Context: an optimization exercise on an open-source flow, tuned for small area, a short achievable clock period and few clock cycles. The choices shown serve that exercise and are no tape-out recipe.
RTL that was checked went through simulation tests only; none was proved equivalent to the original.
For runs 4 and 5, only the layout was checked, not whether the RTL still works.
No activity file was given, so power comes from the tool's default toggle rates.

### flow/config.mk
export PLATFORM = sky130hd
export DESIGN_NAME = Data_selector
export DESIGN_NICKNAME = Data_selector
export VERILOG_FILES = /design/flow/design.v
export SDC_FILE = /design/flow/constraint.sdc
export NUM_CORES = 4
export LEC_CHECK = 0
export ABC_AREA = 1
export CAP_MARGIN = 20
export CORE_MARGIN = 2
export CORE_UTILIZATION = 40
export SETUP_SLACK_MARGIN = 3.4
export SLEW_MARGIN = 20
### flow/constraint.sdc
create_clock -name core_clock -period 5.5 [get_ports {clk}]
set_input_delay 1.1000 -clock core_clock [delete_from_list [all_inputs] [get_ports {clk}]]
set_output_delay 1.1000 -clock core_clock [all_outputs]
set_load 0.01 [all_outputs]
### flow/design.v
`timescale 1ns / 1ps
module Data_selector(
	input clk,
	input rst,
	input data_collect_finish,
	input [7:0] data_in,
	output reg [7:0] data_out,
	output reg [13:0] read_select,
	output reg [13:0] write_out_se,
	output reg data_process_finish,
	output reg wr_enable
    );
	localparam integer H   = 9;                     
	localparam integer K   = H - 2;                 
	localparam integer R0L = 100 - H;               
	localparam [13:0] DN  = 100;                    
	localparam [13:0] DC  = 1 - 100 * (H - 1);      
	localparam [13:0] DB  = -199;                   
	localparam [13:0] DF  = -100 * (H - 1);         
	localparam [13:0] ALAST = (R0L - K + H - 1) * 100 + 99;
	localparam [13:0] A1  = -201;                   
	localparam [13:0] A2  = 100 * (H - 1) - 102;    
	localparam [13:0] A3  = 98;                     
	localparam [13:0] A5  = 100 * (H - 1) - 101;    
	localparam [13:0] A6  = -100 * K - 101;         
	localparam [13:0] A9  = -200;                   
	localparam [13:0] A10 = 9899;                   
	localparam [13:0] A11 = 100 * (H - 2) - 1;      
	localparam [13:0] A12 = 100 * (H - 2);          
	localparam [6:0] C98 = 7'd46;                   
	localparam [3:0] J7  = 4'd10;                   
	localparam [1:0] S_NONE = 2'd0, S_BLUR = 2'd1, S_COLC = 2'd2, S_ROWC = 2'd3;
	reg running;
	reg p1, p2;                  
	reg [3:0] j;                 
	reg [6:0] c;                 
	reg jl, j2, j1;              
	reg c0, c1, c99, cf;         
	reg bf, bl;                  
	reg [7:0] D [1:2*H-1];       
	reg [9:0] hp;                
	reg [9:0] h1, h2;            
	reg [11:0] q;                
	reg [1:0] src, src1;         
	reg [13:0] aoff, aoff1;      
	wire go = running | (data_collect_finish & ~data_process_finish & ~p1 & ~p2);
	wire [9:0] h0 = hp + {2'b0, data_in};
	wire [11:0] sum = q + {2'b0, h1};
	always @(*) begin
		src = S_NONE;
		aoff = A1;
		if (j2) begin
			if (c0) begin
				if (!bf) begin
					src = S_COLC;
					aoff = jl ? A3 : A6;
				end
			end
			else if (cf) begin
				src = S_COLC;
				aoff = jl ? A10 : A9;
			end
			else begin
				src = c1 ? S_COLC : S_BLUR;
				if (!jl) aoff = A1;
				else if (!c99) aoff = A2;
				else if (bl) aoff = A5;
				else aoff = A3;
			end
		end
		else if (j1) begin
			if (bf && !cf) begin src = S_ROWC; aoff = A9; end
		end
		else begin
			if (cf) begin src = S_ROWC; aoff = A12; end
			else if (bl && !c0) begin src = S_ROWC; aoff = A11; end
		end
	end
	wire [13:0] dsw = !c99 ? DC : bl ? DF : DB;
	wire [13:0] a_row = read_select + DN;
	wire [13:0] a_sw = read_select + dsw;
	always @(posedge clk or posedge rst) begin
		if (rst) begin
			running <= 1'b0;
			p1 <= 1'b0;
			p2 <= 1'b0;
			j <= 4'd1;
			c <= 7'd1;
			jl <= 1'b0;
			j2 <= 1'b0;
			j1 <= 1'b0;
			c0 <= 1'b1;
			c1 <= 1'b0;
			c99 <= 1'b0;
			cf <= 1'b0;
			bf <= 1'b1;
			bl <= 1'b0;
			read_select <= 0;
			src1 <= S_NONE;
			wr_enable <= 1'b0;
			data_process_finish <= 1'b0;
		end
		else begin
			p2 <= p1;
			p1 <= 1'b0;
			src1 <= S_NONE;
			if (go) begin
				src1 <= src;
				running <= 1'b1;
				read_select <= !jl ? a_row : cf ? 14'd0 : a_sw;
				if (!jl) begin
					j <= {j[2:0], j[3] ^ j[2]};
					jl <= (j == J7);
					j2 <= (j != 4'd1);
					j1 <= (j == 4'd1);
				end
				else begin
					j <= 4'd1;
					jl <= 1'b0;
					j2 <= 1'b0;
					j1 <= 1'b0;
					if (cf) begin
						c <= 7'd1;
						c0 <= 1'b1;
						cf <= 1'b0;
						bf <= 1'b1;
						bl <= 1'b0;
						running <= 1'b0;
						p1 <= 1'b1;
					end
					else if (c99) begin
						c99 <= 1'b0;
						if (bl) cf <= 1'b1;
						else begin
							c <= 7'd1;
							c0 <= 1'b1;
							bf <= 1'b0;
							bl <= (read_select == ALAST);
						end
					end
					else begin
						c <= {c[5:0], c[6] ^ c[5]};
						c0 <= 1'b0;
						c1 <= c0;
						c99 <= (c == C98);
					end
				end
			end
			wr_enable <= (src1 != S_NONE);
			if (p2) data_process_finish <= 1'b1;
			else if (!data_collect_finish) data_process_finish <= 1'b0;
		end
	end
	integer k;
	always @(posedge clk) begin
		aoff1 <= aoff;
		D[1] <= data_in;
		for (k = 2; k <= 2 * H - 1; k = k + 1) D[k] <= D[k-1];
		hp <= {2'b0, D[2*H-1]} + {1'b0, D[H-1], 1'b0};
		h1 <= h0;
		h2 <= h1;
		q <= {2'b0, h2} + {1'b0, h1, 1'b0};
		write_out_se <= read_select + aoff1;
		case (src1)
			S_BLUR: data_out <= sum[11:4];
			S_COLC: data_out <= D[H+2];
			default: data_out <= D[2];
		endcase
	end
endmodule
### flow/flow/run.sh
#!/bin/bash
# Standard ORFS layout (the standard.sh), with two changes:
#  - port buffers are the smallest buffer (buf_1) instead of clkdlybuf4s50_1;
#  - clock tree built from clkbuf_8 in clusters of up to 16 sinks, without dummy loads.
set -euo pipefail
bash standard.sh \
  "BUFFER_PORTS_ARGS=-buffer_cell sky130_fd_sc_hd__buf_1" \
  "CTS_ARGS=-sink_clustering_enable -repair_clock_nets -dont_use_dummy_load -buf_list sky130_fd_sc_hd__clkbuf_8 -sink_clustering_size 16 -sink_clustering_max_diameter 50" \
  finish > standard_flow.log 2>&1
### flow/standard.sh
#!/bin/bash
# synth_recipe.tcl (not shown) runs the flow's synth.tcl, then flattens the netlist and writes it again
# the make line also repeats each setting of config.mk as NAME=value (left out here)
make -C /OpenROAD-flow-scripts/flow DESIGN_CONFIG=/design/flow/config.mk WORK_HOME=/design/flow/orfs CLKGATE_MAP_FILE= SYNTH_SCRIPT=/design/flow/synth_recipe.tcl "${@:-finish}"
==> summary.txt, run 1 <==
STA
  – Fmax: 0.457 GHz
  – Tmin final: 2.19 ns
  – Setup violators final: 0
  – Final setup margin: between 3 and 4 ns
  – Worst slew margin: 39.5%
  – Final max-slew violation count: 0
  – Tcrit/Tclk final: 39.8%
  – Final Hold Fails: 0
  – RSZ-0062 raised after global routing: true
  – Final hold slack: roughly 0.27 ns
  – Final setup TNS: 0 ns
  – Slew @ Worst Pin: ~0.91 ns
  – Clock Skew: 0.0788 ns

Outcome
  – Status: complete, no violations

Finish
  – Antenna cells: 0
  – Layout cells sized above 1: 16.6%
  – Nets: 1,105
  – Layout Cells excl Fill: 1,315
  – Multi-input logic area: 0.00367 mm²
  – Area growth, synth to finish: 15.6%
  – Post-Layout Inst Area: 0.0106 mm²
  – Seq. cell area: between 0.005 and 0.006 mm²
  – Fill count: roughly 2,100
  – Final Core Density: 47.1%

Placement
  – DP Cell Count: 1,265
  – Port Buffer Count: 48
  – Pre-CTS setup slack: 2.74 ns
  – DP Area: 0.00973 mm²
  – Final GP Congestion: 0.857
  – DP Wirelength: 13,800 µm

Setup path
  – Delay of the slowest critical-path stage: 0.45 ns
  – Max FO, Critical Path: 2
  – Startpoint types: flop
  – Crit-path cells: buf_6
  – CP max-delay cell: dfrtp_2
  – Critical path data arrival time: 1.09 ns
  – Critical path class: reg -> out
  – Reg2reg start: read_select[0]
  – Crit path required time: 4.40 ns
  – R2r endpoint: read_select[10]
  – FF-to-FF path depth: 13
  – Critical path buffers and inverters: 1
  – Setup crit end kind: output port
  – Crit path max-delay family: flip-flops
  – R2R setup slack: around 3.5 ns

Worst hold path
  – Hold Crit Depth: 0
  – Hold WC Path Type: reg -> reg
  – Hold Path Origin: D[1][0]
  – Worst hold endpoint: D[2][0]

Clock tree
  – Htree depth: 1
  – Hold_buf cts: 0
  – Worst skew pair latency: 0.57 ns
  – CTS Buf Count: 28
  – CTS tree: built
  – TritonCTS Sinks: 253
  – Clock buffer depth: 3
  – Worst-path clk slew: approximately 0.090 ns
  – Clock tree root driver cell: clkbuf_8

Logic synthesis
  – Top cell type's share of synthesized area: 46.2%
  – Post-synth top cells: dfxtp_1, nand2_1, inv_1, a21oi_1, nor2_1
  – Top FF cell, synth: dfxtp_1
  – Area contributors post-synth: dfxtp_1, dfrtp_1, ha_1
  – Register area share after synthesis: 57.4%
  – Async S/R FF share, synth: between 10% and 20%
  – Netlist cell types: 51
  – Mapped Nets: 1,019
  – Yosys warnings: 2
  – Syn_area_per_cell: 9.72 µm²
  – Post-Synthesis Cells: between 900 and 1,000
  – Count leader, synth: dfxtp_1
  – Synth area leader: dfxtp_1
  – Mapped Area: 0.00919 mm²
  – Seq cells post-synth: about 250
  – EDFF count, synth: 0

Drt
  – Total number of vias: roughly 6,500
  – Total wire length: 19,800 µm
  – First DRT Iteration DRCs: 352
  – Routed len/inst: approximately 15 µm
  – 1st-pass router iterations: 4
  – Routed Antenna Nets: 0
  – Residual DRC: 0
  – Via/cell ratio: 4.96

Global route
  – Global-route wire length before repair: between 30,000 and 40,000 µm
  – Tot GR Track Use: roughly 17%
  – Total gr overflow: 0
  – Largest net degree at the start of global routing: 42
  – Vias in the first global route: 6,402
  – Initial antenna violation count: 0

Power and ir drop
  – Total power: around 6.7 mW
  – Combinational share of power: 45.6%
  – Switch Pwr: 2.64 mW
  – Cell internal pwr: 4.03 mW
  – Share of power burned in registers: 39.1%
  – Peak supply drop: between 0.2 and 0.25 mV
  – Switching fraction of total power: 39.6%
  – Clock group share of total power: 15.4%
  – Pwr dens: 628 mW/mm²
  – Leakage: 4.85 nW

Floorplan
  – Placement Rows: 55
  – Die area: 0.0242 mm²
  – Core area: 0.0226 mm²
  – Effective utilization at floorplan: roughly two fifths
  – Die width: 156 µm
  – I/O pins: 49
  – Die height: around 160 µm

Run
  – Max_cap viols: 0
## power by group through the flow
stage	clock network, mW	logic, mW	registers, mW
detailed placement	0	2.58	2.71
global placement	0	2.55	2.70
global route	1.14	3.46	2.65
CTS	1.06	2.90	2.60
floorplan	0	1.97	2.62
finish	1.03	3.04	2.61
## cell type report
class	instances	share of cell area, %
timing repair buffer	70	5.05
multi-input combinational	584	34.6
clock buffer	28	3.63
inverter	95	3.40
tap	285	3.36
sequential	253	50.0
## routing by layer
| layer | vias to the layer above | global-route usage, % | routed length (µm) |
|---|---|---|---|
| met5 | - | 0 | 0 |
| met4 | 0 | 5.07 | 504 |
| met3 | 42 | 3.14 | 819 |
| met2 | 129 | 27.5 | 9340 |
| met1 | 3063 | 21.9 | 9170 |
| li1 | 3289 | - | - |
## worst max path at each step
stage | startpoint | end | slack (ns) | cells after the start
floorplan | data_in[0] | h1[6] | 3.24 | 8
global placement | data_collect_finish | read_select[5] | 2.77 | 9
detailed placement | data_collect_finish | read_select[2] | 2.74 | 8
CTS | read_select[0] | read_select[0] | 3.28 | 1
global route | read_select[2] | read_select[2] | 3.27 | 1
finish | read_select[6] | read_select[6] | 3.31 | 1
## layout by cell type (no fill, tap or decap), types with 4 or more instances in the layout
cell type,netlist,layout
ha_1,58,48
nor2_4,1,4
clkbuf_2,1,8
o21ai_0,39,35
dfxtp_1,212,198
a21oi_2,3,7
dfxtp_2,0,14
clkbuf_8,0,28
buf_6,1,23
nand2_2,2,7
nand4_1,11,11
xnor2_1,6,6
o22ai_1,7,7
o21ai_1,1,5
a21o_1,7,7
nand2_1,147,142
ha_4,0,8
buf_4,4,22
xor2_1,37,37
nor3_1,10,10
nor2_1,67,65
a21oi_1,87,82
nand3_1,62,59
inv_1,92,88
a31oi_1,4,4
inv_2,2,6
dfstp_2,4,4
nand3_2,3,6
dfrtp_1,37,21
dfrtp_2,0,16
buf_1,1,10
buf_2,2,7
## repair_timing
action / in CTS / in global routing
gates resized for setup: 70 / 55
pin swaps: 3 / 5
setup buffers: 18 / 4
setup endpoints to repair: 60 / 57
## sequential cells by signal (all words and copies together) (netlist names), 8 cells and up
| register | flops |
|---|---|
| h2 | 10 |
| read_select | 14 |
| h1 | 10 |
| D | 136 |
| write_out_se | 14 |
| aoff1 | 12 |
| data_out | 8 |
| q | 12 |
| hp | 10 |
## cell families after synthesis
| family | synth area share (%) |
|---|---|
| compound gates | 10.4 |
| xor+xnor | 4.10 |
| fa+ha+maj | 8.77 |
| buf+inv | 4.74 |
| flops | 57.4 |
| simple gates | 14.6 |
Testbench counts, summed over its fixed seeds: cycles 302,736.
==> run 2: changes to the inputs <==
--- a/flow/config.mk
+++ b/flow/config.mk
@@ -8,6 +8,6 @@
 export ABC_AREA = 1
 export CAP_MARGIN = 20
 export CORE_MARGIN = 2
-export CORE_UTILIZATION = 40
-export SETUP_SLACK_MARGIN = 3.4
+export CORE_UTILIZATION = 55
+export SETUP_SLACK_MARGIN = 3.2
 export SLEW_MARGIN = 20
==> run 2 against run 1 <==
Cell count shrank 6.2%. Synthesized cell count is the same. Fmax shrank 2.7%. Die area shrank 27%. Wire length shrank 1.3%. Utilization grew 14 points. Largest cell class unchanged. Sequential cell count is the same. Sequential power grew 2%. First-iteration DRC count grew 9.7%.
==> summary.txt, run 2 <==
Outcome
  – Status: complete, no violations

Setup path
  – Max FO, Critical Path: 9
  – Delay of the slowest critical-path stage: 0.48 ns
  – Crit-path cells: buf_1
  – Crit path max-delay family: flip-flops
  – R2r endpoint: read_select[12]
  – Reg2reg start: bl
  – Critical path data arrival time: 1.15 ns
  – CP max-delay cell: dfrtp_2
  – Setup crit end kind: output port
  – R2R setup slack: 3.35 ns
  – Critical path buffers and inverters: 1
  – FF-to-FF path depth: 11
  – Critical path class: reg -> out
  – Startpoint types: flop
  – Crit path required time: about 4.4 ns

Worst hold path
  – Hold WC Path Type: reg -> reg
  – Worst hold endpoint: D[6][3]
  – Hold Crit Depth: 0
  – Hold Path Origin: D[5][3]

Finish
  – Multi-input logic area: 0.00352 mm²
  – Top reg by flops: D
  – Most frequent cells in the layout: dfxtp_1, nand2_1, inv_1
  – Area growth, synth to finish: 9.15%
  – Fill count: 1,406
  – Nets: 1,089
  – Layout cells sized above 1: around 7.5%
  – Max FFs per register: 136
  – Layout Cells excl Fill: 1,234
  – Seq. cell area: 0.00529 mm²
  – Antenna cells: 0
  – Commonest non-fill, non-tap cell in the layout: dfxtp_1
  – Final Core Density: 60.9%
  – Largest regs: D x136, read_select x14, write_out_se x14

Global route
  – Initial antenna violation count: 0
  – Total gr overflow: 0
  – Vias in the first global route: about 6,500
  – Largest net degree at the start of global routing: 42
  – Global-route wire length before repair: 32,000 µm
  – Tot GR Track Use: 22.4%

Clock tree
  – Clock tree root driver cell: clkbuf_8
  – Worst-path clk slew: 0.09 ns
  – Hold_buf cts: 0
  – Clock buffer depth: 3
  – CTS tree: built
  – TritonCTS Sinks: 253
  – Worst skew pair latency: 0.55 ns
  – CTS Buf Count: 24
  – Htree depth: 1

Logic synthesis
  – Mapped Nets: 1,019
  – Netlist cell types: 51
  – Synth area leader: dfxtp_1
  – Async S/R FF share, synth: 16.2%
  – Post-Synthesis Cells: ~950
  – Post-synth top cells: dfxtp_1, nand2_1, inv_1, a21oi_1, nor2_1
  – Area contributors post-synth: dfxtp_1, dfrtp_1, ha_1
  – Count leader, synth: dfxtp_1
  – EDFF count, synth: 0
  – Seq cells post-synth: 253
  – Top FF cell, synth: dfxtp_1
  – Yosys warnings: 2
  – Top cell type's share of synthesized area: 46.2%
  – Mapped Area: 0.00919 mm²
  – Syn_area_per_cell: 9.72 µm²
  – Register area share after synthesis: 57.4%

Drt
  – 1st-pass router iterations: 5
  – Routed len/inst: between 15 and 20 µm
  – Via/cell ratio: 5.29
  – First DRT Iteration DRCs: just under 400
  – Routed Antenna Nets: 0
  – Total number of vias: 6,534
  – Residual DRC: 0
  – Total wire length: roughly 20,000 µm

STA
  – Final setup TNS: 0 ns
  – Tcrit/Tclk final: 40.9%
  – Final max-slew violation count: 0
  – Final Hold Fails: 0
  – Clock Skew: 0.0625 ns
  – Final hold slack: 0.271 ns
  – Setup violators final: 0
  – RSZ-0062 raised after global routing: false
  – Worst slew margin: 64.4%
  – Tmin final: 2.25 ns
  – Fmax: roughly 0.44 GHz
  – Slew @ Worst Pin: around 0.53 ns

Floorplan
  – Die height: 133 µm
  – Effective utilization at floorplan: 55.8%
  – Die width: 133 µm
  – Core area: 0.0165 mm²
  – I/O pins: 49
  – Placement Rows: 47
  – Die area: about 0.018 mm²

Power and ir drop
  – Pwr dens: 629 mW/mm²
  – Cell internal pwr: 3.74 mW
  – Switching fraction of total power: 40.8%
  – Switch Pwr: 2.58 mW
  – Combinational share of power: 43.2%
  – Clock group share of total power: 14.8%
  – Share of power burned in registers: 42.0%
  – Peak supply drop: 0.304 mV
  – Leakage: between 4 and 5 nW

Placement
  – Port Buffer Count: 48
  – DP Wirelength: 14,500 µm
  – DP Cell Count: approximately 1,200
  – Final GP Congestion: 0.903

Run
  – Max_cap viols: 0
[run 2: per-layer routing]
layer | part of all wire, % | GRT usage (%) | up-vias
met5 | 0 | 0 | -
met4 | 3.8 | 8.69 | 0
met3 | 3.4 | 3.08 | 48
met2 | 51 | 41.1 | 154
met1 | 42 | 26.7 | 3081
li1 | - | - | 3251
[run 2: logic make-up after synthesis]
group           count (synthesis)  synth area share [%]
buf+inv                       109                  4.74
flops                         253                  57.4
simple gates                  310                  14.6
xor+xnor                       43                  4.10
compound gates                169                  10.4
fa+ha+maj                      62                  8.77
[run 2: worst max-delay path by stage]
stage | from | cells after the start | slack [ns] | end
2_1_floorplan | data_in[0] | 8 | 3.22 | h1[6]
6_report | read_select[5] | 1 | 3.25 | read_select[5]
5_1_grt | read_select[5] | 1 | 3.21 | read_select[5]
3_5_place_dp | data_collect_finish | 8 | 2.11 | read_select[2]
3_3_place_gp | data_collect_finish | 8 | 2.23 | read_select[2]
4_1_cts | data_collect_finish | 8 | 3.19 | read_select[2]
[run 2: worst register-to-register path, stage by stage, from the launching register on]
cell and delay [ns]:
dfrtp_1 0.45, inv_2 0.18, nand2_4 0.11, ha_2 0.42, nand2_1 0.09, nor2_1 0.10
nand3_1 0.13, nand3_2 0.13, nand3_2 0.11, nand3_1 0.09, nand3_1 0.13, a21oi_1 0.15
[run 2: final cells by class]
| type | instances | area share (%) |
|---|---|---|
| Clock buffer | 24 | 3.29 |
| Multi-Input combinational cell | 584 | 35.0 |
| Tap cell | 220 | 2.74 |
| Sequential cell | 253 | 52.8 |
| Timing Repair Buffer | 58 | 2.56 |
| Inverter | 95 | 3.60 |
[run 2: metrics by stage]
step	power [mW]	cell area [µm²]	setup WS, ns
after floorplan	4.57	9190	3.22
after global placement	5.23	9580	2.23
after detailed placement	5.31	9580	2.11
after CTS	6.28	9940	3.19
after global routing	6.83	10000	3.21
final	6.31	10000	3.25
[run 2: what timing repair did]
item                       in CTS  in global routing
setup endpoints to repair      43                 34
pin swaps                       0                  1
gates resized for setup        18                  6
buffers inserted                0                  9
gates cloned                    0                  0
[run 2: power by group through the flow]
stage          Sequential (mW)  Combinational [mW]  Clock, mW
2_1_floorplan             2.62                1.95          0
3_3_place_gp              2.68                2.55          0
3_5_place_dp              2.69                2.63          0
4_1_cts                   2.66                2.65      0.971
5_1_grt                   2.70                3.09       1.04
6_report                  2.65                2.73      0.935
==> run 3: changes to the inputs <==
--- a/flow/config.mk
+++ b/flow/config.mk
@@ -8,6 +8,6 @@
 export ABC_AREA = 1
 export CAP_MARGIN = 20
 export CORE_MARGIN = 2
-export CORE_UTILIZATION = 55
+export CORE_UTILIZATION = 40
 export SETUP_SLACK_MARGIN = 3.2
 export SLEW_MARGIN = 20
==> run 3 against run 2 <==
First-iteration DRC count down 11%. Worst hold slack better by 0.0015 ns. Clock power up 6.5%. Non-clock buffer count up 9. Sequential power about the same. Worst setup slack better by 0.0070 ns. Wire length down 4.9%. Count of clock-buffer cells in the layout up 3. Cell count up 6.2%. Combinational power about the same. Fmax up 0.31%. Critical path type unchanged. Critical endpoint is now read_select[6]. Largest power group unchanged.
==> summary.txt, run 3 <==
Placement
  – Pre-CTS setup slack: roughly 2.1 ns
  – DP Cell Count: 1,266
  – Final GP Congestion: 0.855
  – Port Buffer Count: 48
  – DP Wirelength: 13,600 µm

Logic synthesis
  – Synth area leader: dfxtp_1
  – Top FF cell, synth: dfxtp_1
  – EDFF count, synth: 0
  – Count leader, synth: dfxtp_1
  – Post-Synth Simple-Gate Area: between 10 and 15%
  – Synth Area in Compound Gates: 10.4%
  – Seq cells post-synth: 253
  – Mapped Nets: 1,019
  – Async S/R FF share, synth: 16.2%
  – Top cell type's share of synthesized area: 46.2%
  – Main combinational cell family by area after synthesis: simple AND/OR/NAND/NOR gates
  – Register area share after synthesis: 57.4%
  – Post-synth top cells: dfxtp_1, nand2_1, inv_1, a21oi_1, nor2_1
  – Area contributors post-synth: dfxtp_1, dfrtp_1, ha_1
  – Netlist cell types: 51
  – Post-Synth Adder-Cell Area: 8.77%
  – Syn_area_per_cell: 9.72 µm²
  – Yosys warnings: 2
  – Mux cell area share after synthesis: 0%
  – Xor/xnor share of the synthesized area: 4.10%
  – Mapped Area: 0.00919 mm²
  – Post-Synthesis Cells: ~950

Clock tree
  – TritonCTS Sinks: 253
  – Worst-path clk slew: approximately 0.09 ns
  – CTS Buf Count: 27
  – Clock buffer depth: 3
  – CTS tree: built
  – Worst skew pair latency: roughly 0.57 ns
  – Clock tree root driver cell: clkbuf_8
  – Hold_buf cts: 0
  – Htree depth: 1

Setup path
  – Crit path max-delay family: flip-flops
  – Setup crit end kind: output port
  – Critical path data arrival time: roughly 1.1 ns
  – Max FO, Critical Path: 7
  – CP max-delay cell: dfrtp_2
  – Startpoint types: flop
  – Delay of the slowest critical-path stage: 0.46 ns
  – Crit-path cells: buf_1
  – Critical path class: reg -> out
  – Critical path buffers and inverters: 1
  – Crit path required time: 4.40 ns
  – R2R setup slack: 3.37 ns

STA
  – Clock Skew: 0.0774 ns
  – Fmax: ~0.45 GHz
  – RSZ-0062 raised after global routing: false
  – Slew @ Worst Pin: 0.541 ns
  – Final setup TNS: 0 ns
  – Final Hold Fails: 0
  – Final setup margin: 3.26 ns
  – Tmin final: 2.24 ns
  – Final max-slew violation count: 0
  – Worst slew margin: 64.0%
  – Tcrit/Tclk final: 40.8%
  – Setup violators final: 0

Finish
  – Largest regs: D x136, read_select x14, write_out_se x14
  – Layout cells sized above 1: 8.28%
  – Antenna cells: 0
  – Fill count: between 2,000 and 2,500
  – Most frequent cells in the layout: dfxtp_1, nand2_1, inv_1
  – Final Core Density: 45.3%
  – Nets: 1,101
  – Area growth, synth to finish: 11.2%
  – Max FFs per register: 136
  – Layout Cells excl Fill: 1,311
  – Top reg by flops: D
  – Commonest non-fill, non-tap cell in the layout: dfxtp_1

Power and ir drop
  – Total power: 6.34 mW
  – Peak supply drop: 0.255 mV
  – Leakage: 4.67 nW
  – Pwr dens: 620 mW/mm²

Floorplan
  – I/O pins: between 40 and 50
  – Die area: 0.0242 mm²
  – Effective utilization at floorplan: 40.7%
  – Placement Rows: 55
  – Die height: between 150 and 200 µm
  – Die width: 156 µm
  – Core area: around 0.023 mm²

Drt
  – Total wire length: 18,600 µm
  – Routed len/inst: 14.2 µm
  – First DRT Iteration DRCs: 343
  – Residual DRC: 0
  – Routed Antenna Nets: 0
  – Via/cell ratio: approximately 4.9
  – Total number of vias: 6,403
  – 1st-pass router iterations: 5

Worst hold path
  – Hold WC Path Type: reg -> reg

Global route
  – Vias in the first global route: 6,168
  – Tot GR Track Use: 15.6%
  – Initial antenna violation count: 0
  – Largest net degree at the start of global routing: 42
  – Global-route wire length before repair: between 30,000 and 40,000 µm
  – Total gr overflow: 0

Outcome
  – Status: complete, no violations

Run
  – Max_cap viols: 0
==> run 3: logic make-up after synthesis <==
logic type	Yosys count
AO/OA/AOI/OAI	169
AND/OR/NAND/NOR	310
flip-flops	253
adder cells (fa/ha/maj)	62
XOR/XNOR	43
buffers and inverters	109
==> run 3: path summary, 6_finish.rpt <==
check | start | to | depth (start not counted)
setup / recovery | read_select[6] | read_select[6] | 1
hold / removal | D[16][0] | D[17][0] | 0
setup reg to reg | bl | read_select[10] | 11
hold reg to reg | D[16][0] | D[17][0] | 0
max in group asynchronous | rst | read_select[11] | 3
min in group asynchronous | rst | j2 | 3
==> run 3: cell type report <==
type / count / area (µm²) / area share [%]
sequential: 253 / 5290 / 51.8
inverter: 95 / 362 / 3.54
multi-input combinational: 584 / 3500 / 34.3
tap: 285 / 357 / 3.49
timing repair buffer: 67 / 335 / 3.28
clock buffer: 27 / 372 / 3.63
==> run 3: repair_timing <==
action / in CTS / in global routing
pin swaps: 0 / 1
buffers inserted: 1 / 17
resized for setup: 19 / 2
endpoints found under the setup margin: 45 / 31
endpoints found under the hold margin: 0 / 0
==> run 3: power by group <==
| part | internal, mW | switching, mW |
|---|---|---|
| Combinational | 1.06 | 1.66 |
| Sequential | 2.32 | 0.307 |
| Clock | 0.433 | 0.562 |
==> run 3: metrics by stage <==
| stage | area [µm²] | hold WS [ns] |
|---|---|---|
| final | 10200 | 0.272 |
| after global routing | 10200 | 0.275 |
| after CTS | 10100 | 0.275 |
| after detailed placement | 9660 | 0.312 |
| after global placement | 9660 | 0.311 |
| after floorplan | 9190 | 0.310 |
==> run 3: layer usage <==
metal  wire (µm)  GRT usage [%]
met1        8820           20.8
met2        8480           25.7
met3         777           2.94
met4         516           5.07
met5           0              0
==> run 4: changes to the inputs <==
--- a/flow/design.v
+++ b/flow/design.v
@@ -146,6 +146,20 @@
 					end
 				end
 			end
+			else begin
+				read_select <= 0;
+				j <= 4'd1;
+				c <= 7'd1;
+				jl <= 1'b0;
+				j2 <= 1'b0;
+				j1 <= 1'b0;
+				c0 <= 1'b1;
+				c1 <= 1'b0;
+				c99 <= 1'b0;
+				cf <= 1'b0;
+				bf <= 1'b1;
+				bl <= 1'b0;
+			end
 			wr_enable <= (src1 != S_NONE);
 			if (p2) data_process_finish <= 1'b1;
 			else if (!data_collect_finish) data_process_finish <= 1'b0;
--- a/flow/config.mk
+++ b/flow/config.mk
@@ -8,6 +8,6 @@
 export ABC_AREA = 1
 export CAP_MARGIN = 20
 export CORE_MARGIN = 2
-export CORE_UTILIZATION = 40
+export CORE_UTILIZATION = 55
 export SETUP_SLACK_MARGIN = 3.2
 export SLEW_MARGIN = 20
==> run 4 against run 3 <==
Global-route usage is 5.6 points higher. Synthesized cell count grew 2.9%. Largest power group unchanged. Fmax fell by 0.49%. Sequential power down 3%. Register-to-register slack better by 0.02 ns. Non-clock buffer count fell by 7. Via count decreased by 0.28%. Highest routed layer unchanged. Critical path depth unchanged. Power decreased by 2.1%. Count of clock-buffer cells in the layout is 2 lower. Critical path type unchanged. Clock skew fell by 0.023 ns. Critical endpoint is now read_select[12]. Cell count fell by 3.4%.
==> summary.txt, run 4 <==
Outcome
  – Status: complete, no violations

STA
  – Final Hold Fails: 0
  – RSZ-0062 raised after global routing: false
  – Tmin final: 2.26 ns
  – Clock Skew: roughly 0.054 ns
  – Final max-slew violation count: 0
  – Worst slew margin: 64.5%
  – Slew @ Worst Pin: approximately 0.53 ns
  – Setup violators final: 0
  – Final setup TNS: 0 ns
  – Tcrit/Tclk final: 41.0%
  – Fmax: 0.443 GHz

Worst hold path
  – Hold WC Path Type: reg -> reg
  – Hold Crit Depth: 0

Logic synthesis
  – Yosys warnings: 2
  – Post-Synthesis Cells: slightly below 1,000
  – Register area share after synthesis: 56.3%
  – EDFF count, synth: 0
  – Top FF cell, synth: dfxtp_1
  – Netlist cell types: 51
  – Syn_area_per_cell: 9.62 µm²
  – Mapped Nets: 1,046
  – Area contributors post-synth: dfxtp_1, dfrtp_1, ha_1
  – Post-synth top cells: dfxtp_1, nand2_1, inv_1, a21oi_1, nand3_1
  – Top cell type's share of synthesized area: 45.3%
  – Mapped Area: 0.00936 mm²
  – Count leader, synth: dfxtp_1
  – Async S/R FF share, synth: approximately 16%
  – Synth area leader: dfxtp_1
  – Seq cells post-synth: roughly 250

Clock tree
  – Htree depth: 1
  – CTS Buf Count: 25
  – TritonCTS Sinks: 253
  – Worst skew pair latency: 0.54 ns
  – Clock buffer depth: 3
  – Worst-path clk slew: approximately 0.090 ns
  – Clock tree root driver cell: clkbuf_8
  – CTS tree: built
  – Hold_buf cts: 0

Floorplan
  – Die area: around 0.018 mm²
  – Placement Rows: 47
  – Die width: 134 µm
  – I/O pins: 49
  – Core area: 0.0166 mm²
  – Die height: 134 µm
  – Effective utilization at floorplan: 56.5%

Finish
  – Nets: between 1,000 and 1,500
  – Max FFs per register: between 100 and 150
  – Layout Cells excl Fill: 1,267
  – Layout cells sized above 1: a little under a tenth
  – Fill count: about 1,500
  – Most frequent cells in the layout: dfxtp_1, nand2_1, inv_1
  – Largest regs: D x136, read_select x14, write_out_se x14
  – Top reg by flops: D
  – Antenna cells: 0
  – Multi-input logic area: 0.00358 mm²
  – Commonest non-fill, non-tap cell in the layout: dfxtp_1
  – Seq. cell area: around 0.0053 mm²
  – Area growth, synth to finish: 9.03%

Setup path
  – R2R setup slack: 3.39 ns
  – Critical path buffers and inverters: 1
  – Max FO, Critical Path: 8
  – Crit path required time: 4.40 ns
  – Levels on crit path: 1
  – Startpoint types: flop
  – Delay of the slowest critical-path stage: 0.46 ns
  – FF-to-FF path depth: 7
  – Crit path max-delay family: flip-flops
  – Crit-path cells: buf_1
  – Critical path class: reg -> out
  – Setup crit end kind: output port
  – Critical path data arrival time: around 1.2 ns
  – CP max-delay cell: dfrtp_2

Global route
  – Layer with the highest usage: met2
  – Total gr overflow: 0
  – GR Util met2: 37.0%
  – Vias in the first global route: 6,132
  – Global-route wire length before repair: 30,600 µm
  – Grt met1 use: 27.7%
  – Largest net degree at the start of global routing: 42
  – Tot GR Track Use: a little over a fifth
  – Met3 usage: roughly 3%
  – Initial antenna violation count: 0

Power and ir drop
  – Clock group share of total power: 15.4%
  – Leakage: 4.69 nW
  – Cell internal pwr: 3.71 mW
  – Switch Pwr: 2.49 mW
  – Peak supply drop: roughly 0.26 mV
  – Combinational share of power: between 40% and 50%
  – Switching fraction of total power: between 40 and 50%
  – Pwr dens: 608 mW/mm²
  – Share of power burned in registers: 41.0%

Drt
  – Routed Antenna Nets: 0
  – Total number of vias: 6,385
  – Total wire length: 18,800 µm
  – First DRT Iteration DRCs: 252
  – Routed len/inst: 14.8 µm
  – Residual DRC: 0
  – Via/cell ratio: 5.04
  – 1st-pass router iterations: 5

Placement
  – Final GP Congestion: 0.941
  – DP Wirelength: between 10,000 and 15,000 µm
  – Port Buffer Count: 48
  – DP Cell Count: between 1,000 and 1,500

Run
  – Max_cap viols: 0
-- run 4: cell type report --
type | instances | share of cell area (%)
clock buffer | 25 | 3.37
multi-input combinational | 591 | 35.0
timing repair buffer | 60 | 2.65
sequential | 253 | 51.8
tap | 220 | 2.70
inverter | 118 | 4.41
-- run 4: worst paths after layout --
kind	from	endpoint
worst max-delay path	read_select[12]	read_select[12]
worst min register to register	D[7][5]	D[8][5]
worst min-delay path	D[7][5]	D[8][5]
min in group asynchronous	rst	src1[1]
worst max register to register	h1[0]	q[9]
max in group asynchronous	rst	read_select[13]
-- run 4: stage by stage --
step           util [%]  setup WS, ns  cell area, µm²  hold WS [ns]  total power, mW
2_1_floorplan         -          3.20            9370         0.310             4.53
3_3_place_gp       58.9          3.00            9760         0.310             5.21
3_5_place_dp       58.9          2.97            9760         0.312             5.22
4_1_cts            61.2          3.20           10200         0.274             6.22
5_1_grt            61.6          3.20           10200         0.297             6.76
6_report           61.6          3.24           10200         0.277             6.21
-- run 4: metal layers --
layer  up-vias  part of all wire [%]
li1       3327                     -
met1      2909                    46
met2       121                    48
met3        28                   4.1
met4         0                   1.9
met5         -                     0
-- run 4: cell families (layout without fill, tap and decap cells) --
logic type	after synthesis	after routing	synth area share [%]
adders and majority gates	62	62	8.61
buffers and inverters	129	203	5.51
AOI/OAI and AO/OA	149	149	9.21
and+or+nand+nor	343	343	16.9
DFF	253	253	56.3
xor gates and xnor gates	37	37	3.46
-- run 4: what timing repair did --
item | CTS | global route
setup endpoints to repair | 10 | 12
hold endpoints to repair | 0 | 0
resized for setup | 10 | 4
setup buffers | 4 | 7
-- run 4: power groups by stage --
stage | logic (mW) | registers [mW] | clock network, mW
finish | 2.71 | 2.54 | 0.953
CTS | 2.67 | 2.56 | 0.992
detailed placement | 2.59 | 2.63 | 0
global placement | 2.58 | 2.63 | 0
global route | 3.10 | 2.59 | 1.07
floorplan | 1.97 | 2.56 | 0
==> run 5: changes to the inputs <==
--- a/flow/config.mk
+++ b/flow/config.mk
@@ -5,7 +5,6 @@
 export SDC_FILE = /design/flow/constraint.sdc
 export NUM_CORES = 4
 export LEC_CHECK = 0
-export ABC_AREA = 1
 export CAP_MARGIN = 20
 export CORE_MARGIN = 2
 export CORE_UTILIZATION = 55
==> run 5 against run 4 <==
Still clean. Die area down 6.8%. Clock skew up 0.0030 ns. First-iteration DRC count down 19%. Synthesized cell count down 22%. Count of clock-buffer cells in the layout down 2. Register-to-register slack worse by 0.25 ns. Final area down 3.7%. Non-clock buffer count up 16. Global-route usage down 1.5 points.
==> summary.txt, run 5 <==
STA
  – Slew @ Worst Pin: 0.833 ns
  – Clock Skew: 0.0575 ns
  – Fmax: 0.424 GHz
  – Worst slew margin: 44.0%
  – Final max-slew violation count: 0
  – RSZ-0062 raised after global routing: true
  – Final setup TNS: 0 ns
  – Tmin final: roughly 2.4 ns
  – Final hold slack: 0.301 ns
  – Tcrit/Tclk final: 42.9%
  – Final setup margin: 3.14 ns
  – Setup violators final: 0
  – Final Hold Fails: 0

Power and ir drop
  – Pwr dens: slightly above 600 mW/mm²
  – Leakage: approximately 4.2 nW
  – Peak supply drop: 0.330 mV
  – Total power: 6.06 mW

Setup path
  – R2R setup slack: 3.14 ns
  – Reg2reg start: c99
  – Startpoint types: flop
  – Crit path required time: between 5 and 6 ns
  – R2r endpoint: read_select[13]
  – FF-to-FF path depth: 10
  – Launch point of the critical path: c99
  – Setup crit end kind: flop
  – Max FO, Critical Path: 5
  – Crit path to: read_select[13]
  – Critical path data arrival time: 2.71 ns
  – Critical path class: reg -> reg

Global route
  – Total gr overflow: 0
  – Global-route wire length before repair: ~27,000 µm
  – Initial antenna violation count: 0
  – Vias in the first global route: 5,587
  – Tot GR Track Use: 19.7%
  – Largest net degree at the start of global routing: 42

Drt
  – Via/cell ratio: 5.24
  – Routed Antenna Nets: 0
  – 1st-pass router iterations: 4
  – First DRT Iteration DRCs: 204
  – Routed len/inst: about 15 µm
  – Total wire length: 16,000 µm
  – Total number of vias: 5,530
  – Residual DRC: 0

Finish
  – Max FFs per register: approximately 140
  – Area growth, synth to finish: 12.9%
  – Largest regs: D x136, read_select x14, write_out_se x14
  – Nets: 914
  – Post-Layout Inst Area: 0.00983 mm²
  – Antenna cells: 0
  – Most frequent cells in the layout: dfxtp_1, nor2_1, ha_1
  – Top reg by flops: D
  – Layout cells sized above 1: 14.5%
  – Commonest non-fill, non-tap cell in the layout: dfxtp_1

Placement
  – Final GP Congestion: 0.796
  – Port Buffer Count: 48
  – DP Area: 0.00918 mm²
  – DP Wirelength: approximately 11,000 µm
  – Pre-CTS setup slack: 2.77 ns

Logic synthesis
  – EDFF count, synth: 0
  – Synth area leader: dfxtp_1
  – Post-Synthesis Cells: ~760
  – Top FF cell, synth: dfxtp_1
  – Post-synth top cells: dfxtp_1, ha_1, nor2_1, a21oi_1, nand2_1
  – Yosys warnings: 2
  – Count leader, synth: dfxtp_1
  – Register area share after synthesis: 60.6%
  – Mapped Nets: 830
  – Netlist cell types: 66
  – Mapped Area: between 0.008 and 0.009 mm²
  – Async S/R FF share, synth: approximately 16%
  – Syn_area_per_cell: 11.5 µm²
  – Seq cells post-synth: 253
  – Top cell type's share of synthesized area: 48.7%
  – Area contributors post-synth: dfxtp_1, dfrtp_1, ha_1

Floorplan
  – Placement Rows: 46
  – Die width: 130 µm
  – Die height: 130 µm
  – Die area: between 0.015 and 0.02 mm²
  – Effective utilization at floorplan: 55.6%
  – I/O pins: 49
  – Core area: 0.0157 mm²

Outcome
  – Status: complete, no violations

Clock tree
  – Htree depth: 1
  – CTS tree: built
  – Worst-path clk slew: about 0.090 ns
  – TritonCTS Sinks: ~250
  – Worst skew pair latency: around 0.53 ns
  – Clock buffer depth: 3
  – CTS Buf Count: 23
  – Clock tree root driver cell: clkbuf_8

Run
  – Max_cap viols: 0

Worst hold path
  – Hold WC Path Type: reg -> reg
  – Hold Crit Depth: 0
run 5: area by class of cell:
class                   count  area [µm²]
fillers                  1295        5820
flip-flops and latches    253        5300
multi-input cells         446        3400
repair buffers             76         398
clock buffers              23         317
well taps                 216         270
inverters                  41         156
run 5: per-stage QoR:
step	instances	utilization (%)
floorplan	757	-
global placement	1006	58.6
detailed placement	1006	58.6
CTS	1041	61.7
global route	1055	62.8
finish	1055	62.8
run 5: worst min path at each step:
stage,startpoint,end,slack (ns)
2_1_floorplan,D[9][0],D[10][0],0.31
3_3_place_gp,D[14][7],D[15][7],0.31
5_1_grt,D[12][0],D[13][0],0.30
6_report,D[12][0],D[13][0],0.30
3_5_place_dp,D[10][2],D[11][2],0.31
4_1_cts,D[12][0],D[13][0],0.30
run 5: routing by layer:
layer  vias to the layer above  GRT usage [%]  wire, µm
met5                         -              0         0
met4                         0           6.39       388
met3                        34           3.12       568
met2                        92           35.3      7920
met1                      2640           24.4      7160
li1                       2764              -         -
run 5: logic make-up (layout without fill, tap and decap cells):
logic type                 after synthesis  after routing  share of synthesized area (%)
muxes                                    1              1                          0.129
DFF                                    253            253                           60.6
xor gates and xnor gates                50             50                           5.03
AOI/OAI and AO/OA                      167            167                           13.0
and+or+nand+nor                        164            164                           9.12
adders and majority gates               64             64                           9.51
buffers and inverters                   58            140                           2.69
run 5: power breakdown:
group	leakage, nW	internal [mW]	switching, mW
Clock	0.165	0.373	0.538
Sequential	2.28	2.28	0.307
Combinational	1.71	1.19	1.37
Total	4.16	3.84	2.22
run 5: what timing repair did:
item | 4_1_cts | 5_1_grt
pin swaps | 4 | 13
resized for setup | 30 | 22
setup endpoints to repair | 26 | 21
hold buffers | 0 | 0
buffers inserted | 12 | 14
run 5: worst max-delay path, stage by stage, from the launching register on:
cell and delay, ns:
dfrtp_2 0.42, nor2b_4 0.19, inv_4 0.06, ha_4 0.22, a21o_1 0.16, a21oi_2 0.14, o31ai_2 0.08, maj3_2 0.35
a2111oi_4 0.31, xnor2_1 0.15, o22ai_1 0.08
==> run 6: changes to the inputs <==
--- a/flow/design.v
+++ b/flow/design.v
@@ -77,8 +77,7 @@
 		end
 	end
 	wire [13:0] dsw = !c99 ? DC : bl ? DF : DB;
-	wire [13:0] a_row = read_select + DN;
-	wire [13:0] a_sw = read_select + dsw;
+	wire [13:0] a_next = read_select + (jl ? dsw : DN);
 	always @(posedge clk or posedge rst) begin
 		if (rst) begin
 			running <= 1'b0;
@@ -107,7 +106,7 @@
 			if (go) begin
 				src1 <= src;
 				running <= 1'b1;
-				read_select <= !jl ? a_row : cf ? 14'd0 : a_sw;
+				read_select <= (jl && cf) ? 14'd0 : a_next;
 				if (!jl) begin
 					j <= {j[2:0], j[3] ^ j[2]};
 					jl <= (j == J7);
--- a/flow/config.mk
+++ b/flow/config.mk
@@ -5,6 +5,7 @@
 export SDC_FILE = /design/flow/constraint.sdc
 export NUM_CORES = 4
 export LEC_CHECK = 0
+export ABC_AREA = 1
 export CAP_MARGIN = 20
 export CORE_MARGIN = 2
 export CORE_UTILIZATION = 55
==> run 6 against run 5 <==
Still clean. Area after synthesis increased by 3.9%. First-iteration DRC count increased by 94%. Critical path depth decreased by 9. Wire length increased by 12%. Power increased by 2.3%. Count of clock-buffer cells in the layout increased by 2. Critical endpoint is now read_select[6]. Largest power group is now combinational logic.
==> summary.txt, run 6 <==
Outcome
  – Status: complete, no violations

Drt
  – Routed Antenna Nets: 0
  – Residual DRC: 0
  – 1st-pass router iterations: 5
  – Via/cell ratio: around 5.2
  – Total number of vias: 6,257
  – First DRT Iteration DRCs: 396
  – Total wire length: between 15,000 and 20,000 µm
  – Routed len/inst: 15.0 µm

Clock tree
  – CTS tree: built
  – Clock tree root driver cell: clkbuf_8
  – Clock buffer depth: 3
  – TritonCTS Sinks: 253
  – CTS Buf Count: 25
  – Worst skew pair latency: roughly 0.54 ns
  – Worst-path clk slew: 0.09 ns
  – Htree depth: 1

Placement
  – DP Wirelength: 13,500 µm
  – Port Buffer Count: 48
  – Final GP Congestion: 0.883
  – DP Cell Count: around 1,200

Floorplan
  – I/O pins: 49
  – Die area: about 0.018 mm²
  – Placement Rows: 46
  – Core area: 0.0160 mm²
  – Effective utilization at floorplan: ~57%
  – Die width: between 100 and 150 µm
  – Die height: 132 µm

Finish
  – Layout Cells excl Fill: 1,200
  – Fill count: 1,393
  – Area growth, synth to finish: 9.09%
  – Nets: 1,061
  – Commonest non-fill, non-tap cell in the layout: dfxtp_1
  – Top reg by flops: D
  – Most frequent cells in the layout: dfxtp_1, nand2_1, inv_1
  – Largest regs: D x136, read_select x14, write_out_se x14
  – Layout cells sized above 1: under 10%
  – Max FFs per register: between 100 and 150
  – Antenna cells: 0

Logic synthesis
  – Post-Synth Adder-Cell Area: 9.18%
  – Mapped Area: approximately 0.009 mm²
  – Mux cell area share after synthesis: 0%
  – Xor/xnor share of the synthesized area: 3.68%
  – Register area share after synthesis: 58.3%
  – Post-synth top cells: dfxtp_1, nand2_1, inv_1, a21oi_1, nor2_1
  – Syn_area_per_cell: 9.92 µm²
  – Mapped Nets: 988
  – Synth area leader: dfxtp_1
  – Area contributors post-synth: dfxtp_1, dfrtp_1, ha_1
  – Netlist cell types: 47
  – Yosys warnings: 2
  – Main combinational cell family by area after synthesis: simple AND/OR/NAND/NOR gates
  – Count leader, synth: dfxtp_1
  – Top cell type's share of synthesized area: 46.9%
  – Post-Synth Simple-Gate Area: 15.1%
  – Seq cells post-synth: 253
  – Async S/R FF share, synth: between 15 and 20%
  – Post-Synthesis Cells: ~910
  – Synth Area in Compound Gates: 8.72%
  – EDFF count, synth: 0
  – Top FF cell, synth: dfxtp_1

Setup path
  – Critical path buffers and inverters: 1
  – Startpoint types: flop
  – Critical path data arrival time: 1.15 ns
  – Levels on crit path: 1
  – Delay of the slowest critical-path stage: between 0.4 and 0.5 ns
  – CP max-delay cell: dfrtp_1
  – Reg2reg start: c99
  – Crit path max-delay family: flip-flops
  – FF-to-FF path depth: 10
  – Critical path class: reg -> out
  – Setup crit end kind: output port
  – Crit path required time: around 4.4 ns
  – Crit-path cells: buf_1
  – Max FO, Critical Path: 4
  – R2R setup slack: 3.35 ns
  – Crit path to: read_select[6]
  – Launch point of the critical path: read_select[6]
  – R2r endpoint: read_select[12]

STA
  – Tmin final: 2.25 ns
  – Fmax: 0.445 GHz
  – RSZ-0062 raised after global routing: false
  – Worst slew margin: 64.1%
  – Setup violators final: 0
  – Final Hold Fails: 0
  – Final max-slew violation count: 0
  – Clock Skew: about 0.053 ns
  – Slew @ Worst Pin: 0.538 ns
  – Final setup TNS: 0 ns
  – Tcrit/Tclk final: 40.9%

Global route
  – Total gr overflow: 0
  – Vias in the first global route: 6,207
  – Tot GR Track Use: 20.6%
  – Initial antenna violation count: 0
  – Global-route wire length before repair: 29,600 µm
  – Largest net degree at the start of global routing: 42

Run
  – Max_cap viols: 0

Power and ir drop
  – Pwr dens: 627 mW/mm²
  – Leakage: 4.55 nW
  – Peak supply drop: 0.338 mV
  – Total power: roughly 6.2 mW

Worst hold path
  – Hold WC Path Type: reg -> reg
run 6: logic make-up (layout without fill, tap and decap cells):
| family | after synthesis | after routing |
|---|---|---|
| AOI/OAI and AO/OA | 143 | 143 |
| xor gates and xnor gates | 38 | 38 |
| adders and majority gates | 64 | 64 |
| buffers and inverters | 116 | 187 |
| DFF | 253 | 253 |
| and+or+nand+nor | 299 | 299 |
run 6: how the worst min path moves through the flow:
stage | to | slack (ns) | from | cells past startpoint
finish | D[14][5] | 0.29 | D[13][5] | 0
global route | D[16][5] | 0.29 | D[15][5] | 0
CTS | D[16][5] | 0.29 | D[15][5] | 0
detailed placement | D[13][1] | 0.31 | D[12][1] | 0
global placement | D[8][7] | 0.31 | D[7][7] | 0
floorplan | D[10][0] | 0.31 | D[9][0] | 0
run 6: repair_timing:
item                       CTS  global route
setup buffers                0             4
resized for setup            9             9
pin swaps                    0             1
hold buffers                 0             0
setup endpoints to repair   17            14
run 6: where the power goes:
| group | switching (mW) | internal, mW |
|---|---|---|
| Sequential | 0.283 | 2.31 |
| Clock | 0.552 | 0.403 |
| Combinational | 1.66 | 0.986 |
run 6: final cells by class:
type                            instances  area, µm²  share of cell area, %
Clock buffer                           25        344                   3.48
Tap cell                              216        270                   2.74
Sequential cell                       253       5290                   53.6
Inverter                              109        412                   4.17
Timing Repair Buffer                   53        218                   2.20
Multi-Input combinational cell        544       3340                   33.8
run 6: metal layers:
metal  vias to the layer above  global-route usage, %  part of all wire (%)
li1                       3118                      -                     -
met1                      2970                   25.5                    44
met2                       133                   37.0                    50
met3                        36                   3.81                   4.2
met4                         0                   4.96                   2.3
met5                         -                      0                     0
run 6: metrics by stage:
step	setup slack, ns	utilization, %	hold WS (ns)	area (µm²)
CTS	3.20	61.4	0.287	9830
floorplan	3.24	-	0.310	9060
detailed placement	2.72	59.2	0.312	9470
global placement	2.82	59.2	0.311	9470
global route	3.20	61.7	0.293	9880
finish	3.25	61.7	0.288	9880
Testbench counts of run 6, summed over its fixed seeds: cycles 302,736.
==> run 7: changes to the inputs <==
--- a/flow/config.mk
+++ b/flow/config.mk
@@ -9,5 +9,5 @@
 export CAP_MARGIN = 20
 export CORE_MARGIN = 2
 export CORE_UTILIZATION = 55
-export SETUP_SLACK_MARGIN = 3.2
+export SETUP_SLACK_MARGIN = 3.1
 export SLEW_MARGIN = 20
==> run 7 against run 6 <==
Still clean. Sequential power hardly changed. Area after synthesis did not move. Clock skew decreased by 0.023 ns. Power down 1.4%. Wire length is 1.8% lower. Worst hold slack better by 0.016 ns. Cell count decreased by 0.33%. Register-to-register slack lost 0.02 ns. First-iteration DRC count down 31%. Critical path type unchanged. Largest power group unchanged. Highest routed layer unchanged.
==> summary.txt, run 7 <==
Logic synthesis
  – Yosys warnings: 2
  – Post-Synth Simple-Gate Area: 15.1%
  – Post-Synth Adder-Cell Area: 9.18%
  – Mapped Nets: 988
  – Count leader, synth: dfxtp_1
  – Post-Synthesis Cells: 913
  – Area contributors post-synth: dfxtp_1, dfrtp_1, ha_1
  – Mapped Area: 0.00905 mm²
  – Top FF cell, synth: dfxtp_1
  – Register area share after synthesis: roughly three fifths
  – Xor/xnor share of the synthesized area: 3.68%
  – Synth area leader: dfxtp_1
  – EDFF count, synth: 0
  – Synth Area in Compound Gates: between 8 and 9%
  – Mux cell area share after synthesis: 0%
  – Seq cells post-synth: 253
  – Netlist cell types: 47
  – Syn_area_per_cell: ~10 µm²
  – Top cell type's share of synthesized area: 46.9%
  – Async S/R FF share, synth: 16.2%
  – Post-synth top cells: dfxtp_1, nand2_1, inv_1, a21oi_1, nor2_1
  – Main combinational cell family by area after synthesis: simple AND/OR/NAND/NOR gates

Worst hold path
  – Hold Crit Depth: 0
  – Worst hold endpoint: D[4][2]
  – Hold WC Path Type: reg -> reg
  – Hold Path Origin: D[3][2]

STA
  – Fmax: 0.429 GHz
  – Tcrit/Tclk final: a little over two fifths
  – Worst slew margin: 63.8%
  – RSZ-0062 raised after global routing: false
  – Setup violators final: 0
  – Tmin final: 2.33 ns
  – Final setup margin: 3.17 ns
  – Final setup TNS: 0 ns
  – Clock Skew: 0.0298 ns
  – Slew @ Worst Pin: 0.542 ns
  – Final max-slew violation count: 0
  – Final Hold Fails: 0

Setup path
  – R2R setup slack: approximately 3.3 ns
  – Max FO, Critical Path: 9
  – Crit-path cells: buf_1
  – Crit path max-delay family: flip-flops
  – FF-to-FF path depth: 11
  – Critical path class: reg -> out
  – R2r endpoint: read_select[10]
  – Levels on crit path: 1
  – Crit path required time: 4.40 ns
  – Setup crit end kind: output port
  – Reg2reg start: bl
  – CP max-delay cell: dfrtp_1
  – Critical path data arrival time: 1.23 ns
  – Delay of the slowest critical-path stage: 0.53 ns
  – Critical path buffers and inverters: 1
  – Startpoint types: flop

Clock tree
  – Worst skew pair latency: approximately 0.52 ns
  – Htree depth: 1
  – CTS Buf Count: 23
  – Clock buffer depth: 3
  – Clock tree root driver cell: clkbuf_8
  – TritonCTS Sinks: 253
  – Worst-path clk slew: ~0.090 ns
  – CTS tree: built
  – Hold_buf cts: 0

Finish
  – Nets: 1,057
  – Max FFs per register: between 100 and 150
  – Largest regs: D x136, read_select x14, write_out_se x14
  – Antenna cells: 0
  – Most frequent cells in the layout: dfxtp_1, nand2_1, inv_1
  – Top reg by flops: D
  – Layout cells sized above 1: ~6.4%
  – Area growth, synth to finish: 8.32%
  – Commonest non-fill, non-tap cell in the layout: dfxtp_1

Outcome
  – Status: complete, no violations

Global route
  – Vias in the first global route: 5,873
  – Largest net degree at the start of global routing: 42
  – Global-route wire length before repair: 29,100 µm
  – Initial antenna violation count: 0
  – Tot GR Track Use: 20.4%
  – Total gr overflow: 0

Floorplan
  – Die width: 132 µm
  – Effective utilization at floorplan: 56.6%
  – Placement Rows: 46
  – I/O pins: 49
  – Die area: about 0.018 mm²
  – Core area: ~0.016 mm²
  – Die height: 132 µm

Power and ir drop
  – Peak supply drop: 0.318 mV
  – Combinational share of power: 42.8%
  – Switch Pwr: 2.46 mW
  – Cell internal pwr: 3.65 mW
  – Switching fraction of total power: 40.3%
  – Clock group share of total power: 15.0%
  – Leakage: between 4 and 5 nW
  – Share of power burned in registers: 42.2%
  – Pwr dens: about 620 mW/mm²

Placement
  – Final GP Congestion: a little over 0.9
  – Pre-CTS setup slack: roughly 2.7 ns
  – DP Wirelength: 13,600 µm
  – Port Buffer Count: 48

Run
  – Max_cap viols: 0

Drt
  – Routed Antenna Nets: 0
  – Total number of vias: 6,107
  – Residual DRC: 0
  – 1st-pass router iterations: 5
  – Routed len/inst: between 10 and 15 µm
  – Total wire length: 17,700 µm
  – Via/cell ratio: 5.11
  – First DRT Iteration DRCs: 274
run 7: cell count changes in the layout (fill, tap and decap cells not counted), sizes merged:
| cell | delta |
|---|---|
| buf | -2 |
| clkbuf | -2 |
run 7: stage by stage:
stage	instances	utilization, %	power (mW)	instance area (µm²)	hold slack [ns]
CTS	1194	61.2	6.15	9790	0.304
global route	1196	61.3	6.62	9810	0.300
detailed placement	1171	59.2	5.22	9470	0.312
floorplan	913	-	4.51	9050	0.310
finish	1196	61.3	6.11	9810	0.304
global placement	1171	59.2	5.18	9470	0.310
run 7: what timing repair did:
action / in CTS / in global routing
buffers inserted: 0 / 2
endpoints found under the setup margin: 8 / 7
endpoints found under the hold margin: 0 / 0
cloned: 0 / 0
gates resized for setup: 2 / 3
run 7: kinds of logic after synthesis:
| logic type | count (synthesis) |
|---|---|
| AND/OR/NAND/NOR | 299 |
| AO/OA/AOI/OAI | 143 |
| adder cells (fa/ha/maj) | 64 |
| flip-flops | 253 |
| buffers and inverters | 116 |
| XOR/XNOR | 38 |
run 7: layer usage:
layer	share of wire (%)	up-vias	GRT usage [%]
met1	45	2818	25.9
met4	3.0	0	6.81
met2	48	136	35.6
met3	4.0	36	3.23
met5	0	-	0
li1	-	3117	-
run 7: worst max path at each step:
stage                          end                start  slack, ns
floorplan                    h1[6]           data_in[0]       3.12
global placement              c[0]  data_collect_finish       2.81
detailed placement            c[0]  data_collect_finish       2.74
CTS                 read_select[3]       read_select[3]       3.11
global route        read_select[5]       read_select[5]       3.10
finish              read_select[5]       read_select[5]       3.17
run 7: area by class of cell:
type	count	area, µm²
fillers	1425	6190
multi-input cells	544	3320
inverters	109	412
flip-flops and latches	253	5280
clock buffers	23	317
well taps	216	270
repair buffers	51	203
run 7: power by group through the flow:
stage | clock network, mW | logic, mW | registers [mW]
CTS | 0.951 | 2.60 | 2.60
detailed placement | 0 | 2.58 | 2.64
floorplan | 0 | 1.92 | 2.58
global route | 1.01 | 2.98 | 2.63
finish | 0.915 | 2.62 | 2.58
global placement | 0 | 2.55 | 2.63
==> run 8: changes to the inputs <==
--- a/flow/config.mk
+++ b/flow/config.mk
@@ -8,6 +8,6 @@
 export ABC_AREA = 1
 export CAP_MARGIN = 20
 export CORE_MARGIN = 2
-export CORE_UTILIZATION = 55
-export SETUP_SLACK_MARGIN = 3.1
+export CORE_UTILIZATION = 65
+export SETUP_SLACK_MARGIN = 3.2
 export SLEW_MARGIN = 20
==> run 8 against run 7 <==
First-iteration DRC count rose by 55%. Worst setup slack improved by 0.096 ns. Worst hold slack improved by 0.0029 ns. Fmax rose by 4.3%. Largest power group unchanged. Critical path depth did not move.
==> summary.txt, run 8 <==
STA
  – Final setup margin: 3.27 ns
  – Final setup TNS: 0 ns
  – Final max-slew violation count: 0
  – Setup violators final: 0
  – Slew @ Worst Pin: 0.537 ns
  – Tmin final: 2.23 ns
  – Worst slew margin: 64.2%
  – RSZ-0062 raised after global routing: true
  – Tcrit/Tclk final: 40.6%
  – Fmax: 0.448 GHz
  – Final Hold Fails: 0
  – Clock Skew: between 0.05 and 0.06 ns

Clock tree
  – Htree depth: 1
  – Worst skew pair latency: 0.52 ns
  – CTS tree: built
  – CTS Buf Count: 22
  – Worst-path clk slew: 0.10 ns
  – Clock buffer depth: 3
  – TritonCTS Sinks: 253
  – Hold_buf cts: 0
  – Clock tree root driver cell: clkbuf_8

Finish
  – Largest regs: D x136, read_select x14, write_out_se x14
  – Antenna cells: 0
  – Area growth, synth to finish: 7.86%
  – Nets: 1,056
  – Final Core Density: 71.2%
  – Max FFs per register: 136
  – Top reg by flops: D
  – Layout Cells excl Fill: 1,159
  – Layout cells sized above 1: 7.05%
  – Commonest non-fill, non-tap cell in the layout: dfxtp_1
  – Most frequent cells in the layout: dfxtp_1, nand2_1, inv_1

Placement
  – Port Buffer Count: 48
  – DP Cell Count: 1,135
  – Final GP Congestion: just over 0.9
  – Pre-CTS setup slack: 2.76 ns
  – DP Wirelength: 13,600 µm

Logic synthesis
  – Mapped Nets: 988
  – Top FF cell, synth: dfxtp_1
  – Top cell type's share of synthesized area: a little under half
  – Netlist cell types: 47
  – Seq cells post-synth: around 250
  – Syn_area_per_cell: 9.92 µm²
  – Yosys warnings: 2
  – Count leader, synth: dfxtp_1
  – Register area share after synthesis: 58.3%
  – Post-synth top cells: dfxtp_1, nand2_1, inv_1, a21oi_1, nor2_1
  – Post-Synthesis Cells: between 900 and 1,000
  – Mapped Area: about 0.0091 mm²
  – EDFF count, synth: 0
  – Synth area leader: dfxtp_1
  – Area contributors post-synth: dfxtp_1, dfrtp_1, ha_1
  – Async S/R FF share, synth: roughly 16%

Global route
  – Total gr overflow: 0
  – Largest net degree at the start of global routing: 42
  – Initial antenna violation count: 0
  – Global-route wire length before repair: 28,900 µm
  – Tot GR Track Use: 24.7%
  – Vias in the first global route: 6,040

Drt
  – Via/cell ratio: roughly 5.4
  – First DRT Iteration DRCs: 426
  – Total number of vias: 6,293
  – Routed Antenna Nets: 0
  – Residual DRC: 0
  – Met2 wire length: between 9000 and 10,000 µm
  – 1st-pass router iterations: 5
  – Routed len/inst: 15.9 µm
  – Total wire length: 18,400 µm
  – WL met3: 790 µm
  – DR top layer: met4
  – Metal-1 WL: 7910 µm

Floorplan
  – Effective utilization at floorplan: 66.0%
  – Placement Rows: 43
  – Die area: 0.0149 mm²
  – Die width: 122 µm
  – Die height: between 100 and 150 µm
  – Core area: ~0.014 mm²
  – I/O pins: 49

Power and ir drop
  – Total power: 6.14 mW
  – Peak supply drop: 0.338 mV
  – Pwr dens: 629 mW/mm²
  – Leakage: approximately 4.5 nW

Outcome
  – Status: complete, no violations

Setup path
  – R2r endpoint: read_select[11]
  – Max FO, Critical Path: 4
  – Critical path class: reg -> out
  – Delay of the slowest critical-path stage: 0.45 ns
  – Critical path data arrival time: around 1.1 ns
  – Startpoint types: flop
  – Crit-path cells: buf_1
  – Reg2reg start: jl
  – Critical path buffers and inverters: 1
  – CP max-delay cell: dfrtp_1
  – FF-to-FF path depth: 12
  – R2R setup slack: 3.38 ns
  – Crit path max-delay family: flip-flops
  – Crit path required time: 4.40 ns
  – Setup crit end kind: output port

Worst hold path
  – Hold Path Origin: D[4][2]
  – Worst hold endpoint: D[5][2]
  – Hold WC Path Type: reg -> reg
  – Hold Crit Depth: 0

Run
  – Max_cap viols: 0
==> run 8: changes by cell type in the layout (fill, tap and decap cells not counted), sizes merged <==
cell,previous run,this run
clkbuf,23,22
==> run 8: where the power goes <==
group / switching [mW] / internal [mW] / total, mW / leakage, nW
Clock: 0.541 / 0.358 / 0.900 / 0.158
Sequential: 0.294 / 2.30 / 2.60 / 2.28
Combinational: 1.66 / 0.979 / 2.64 / 2.09
==> run 8: what timing repair did <==
action                     4_1_cts  5_1_grt
gates resized for setup          4        8
setup buffers                    0        2
setup endpoints to repair       12       16
==> run 8: through the flow <==
step | hold slack (ns) | area [µm²]
final | 0.307 | 9760
after global routing | 0.315 | 9760
after CTS | 0.307 | 9740
after detailed placement | 0.312 | 9430
after global placement | 0.310 | 9430
after floorplan | 0.310 | 9060
==> run 8: cell type report <==
| class | count | area (µm²) |
|---|---|---|
| tap | 180 | 225 |
| inverter | 109 | 412 |
| multi-input combinational | 544 | 3330 |
| clock buffer | 22 | 303 |
| sequential | 253 | 5290 |
| timing repair buffer | 51 | 203 |
| fill | 986 | 3960 |
==> run 8: layer usage <==
| metal | up-vias | track usage, % |
|---|---|---|
| met5 | - | 0 |
| met4 | 0 | 9.12 |
| met3 | 42 | 3.70 |
| met2 | 197 | 43.0 |
| met1 | 2936 | 31.2 |
| li1 | 3118 | - |
==> run 8: kinds of logic (layout without fill, tap and decap cells) <==
kind of cell	count (synthesis)	in the layout	share of synthesized area [%]
flip-flops	253	253	58.3
AND/OR/NAND/NOR	299	299	15.1
adder cells (fa/ha/maj)	64	64	9.18
AO/OA/AOI/OAI	143	143	8.72
buffers and inverters	116	182	5.02
XOR/XNOR	38	38	3.68
==> run 8: worst max-delay path by stage <==
stage	start	to	slack [ns]	depth (start not counted)
after floorplan	data_in[0]	h1[6]	3.24	8
after global placement	data_collect_finish	c[0]	2.88	9
after detailed placement	data_collect_finish	c[0]	2.76	9
after CTS	read_select[1]	read_select[1]	3.20	1
after global routing	jl	read_select[12]	3.19	11
final	read_select[2]	read_select[2]	3.27	1

static timing again, ports no longer ideal:
How much do the figures lean on ideal ports? The routed layouts below were timed once more, with nothing changed but the port constraints. Step 1, drivers: a clkbuf_16 drives clk and a buf_2 each remaining input, both assumed. Step 2, shift: input delay + t, output delay - t, t = (earliest + latest rising clock arrival at the registers) / 2. This alone moves slack from input paths to output paths. Three values: ideal ports, drivers, drivers and shift; two values: the first two.
run	t, ns	slack for setup (ns)	hold slack, ns
run 1	0.577	3.310 / 3.266 / 2.984	0.273 / 0.273 / 0.273
run 2	0.552	3.249 / 3.208 / 2.886	0.271 / 0.271 / 0.271
run 3	0.575	3.256 / 3.212 / 2.918	0.272 / 0.272 / 0.272
run 4	0.556	3.245 / 3.207 / 2.934	0.277 / 0.277 / 0.277
run 5	0.543	3.142 / 3.142 / 2.755	0.301 / 0.301 / 0.301
run 6	0.554	3.252 / 3.215 / 2.916	0.288 / 0.288 / 0.288
run 7	0.547	3.170 / 3.131 / 2.755	0.304 / 0.304 / 0.304
run 8	0.529	3.266 / 3.230 / 2.921	0.307 / 0.307 / 0.307
After both steps setup and hold are still met in every run listed. For run 7, which loses most, drivers alone change the setup slack by -0.039 ns; drivers and shift together by -0.415 ns.
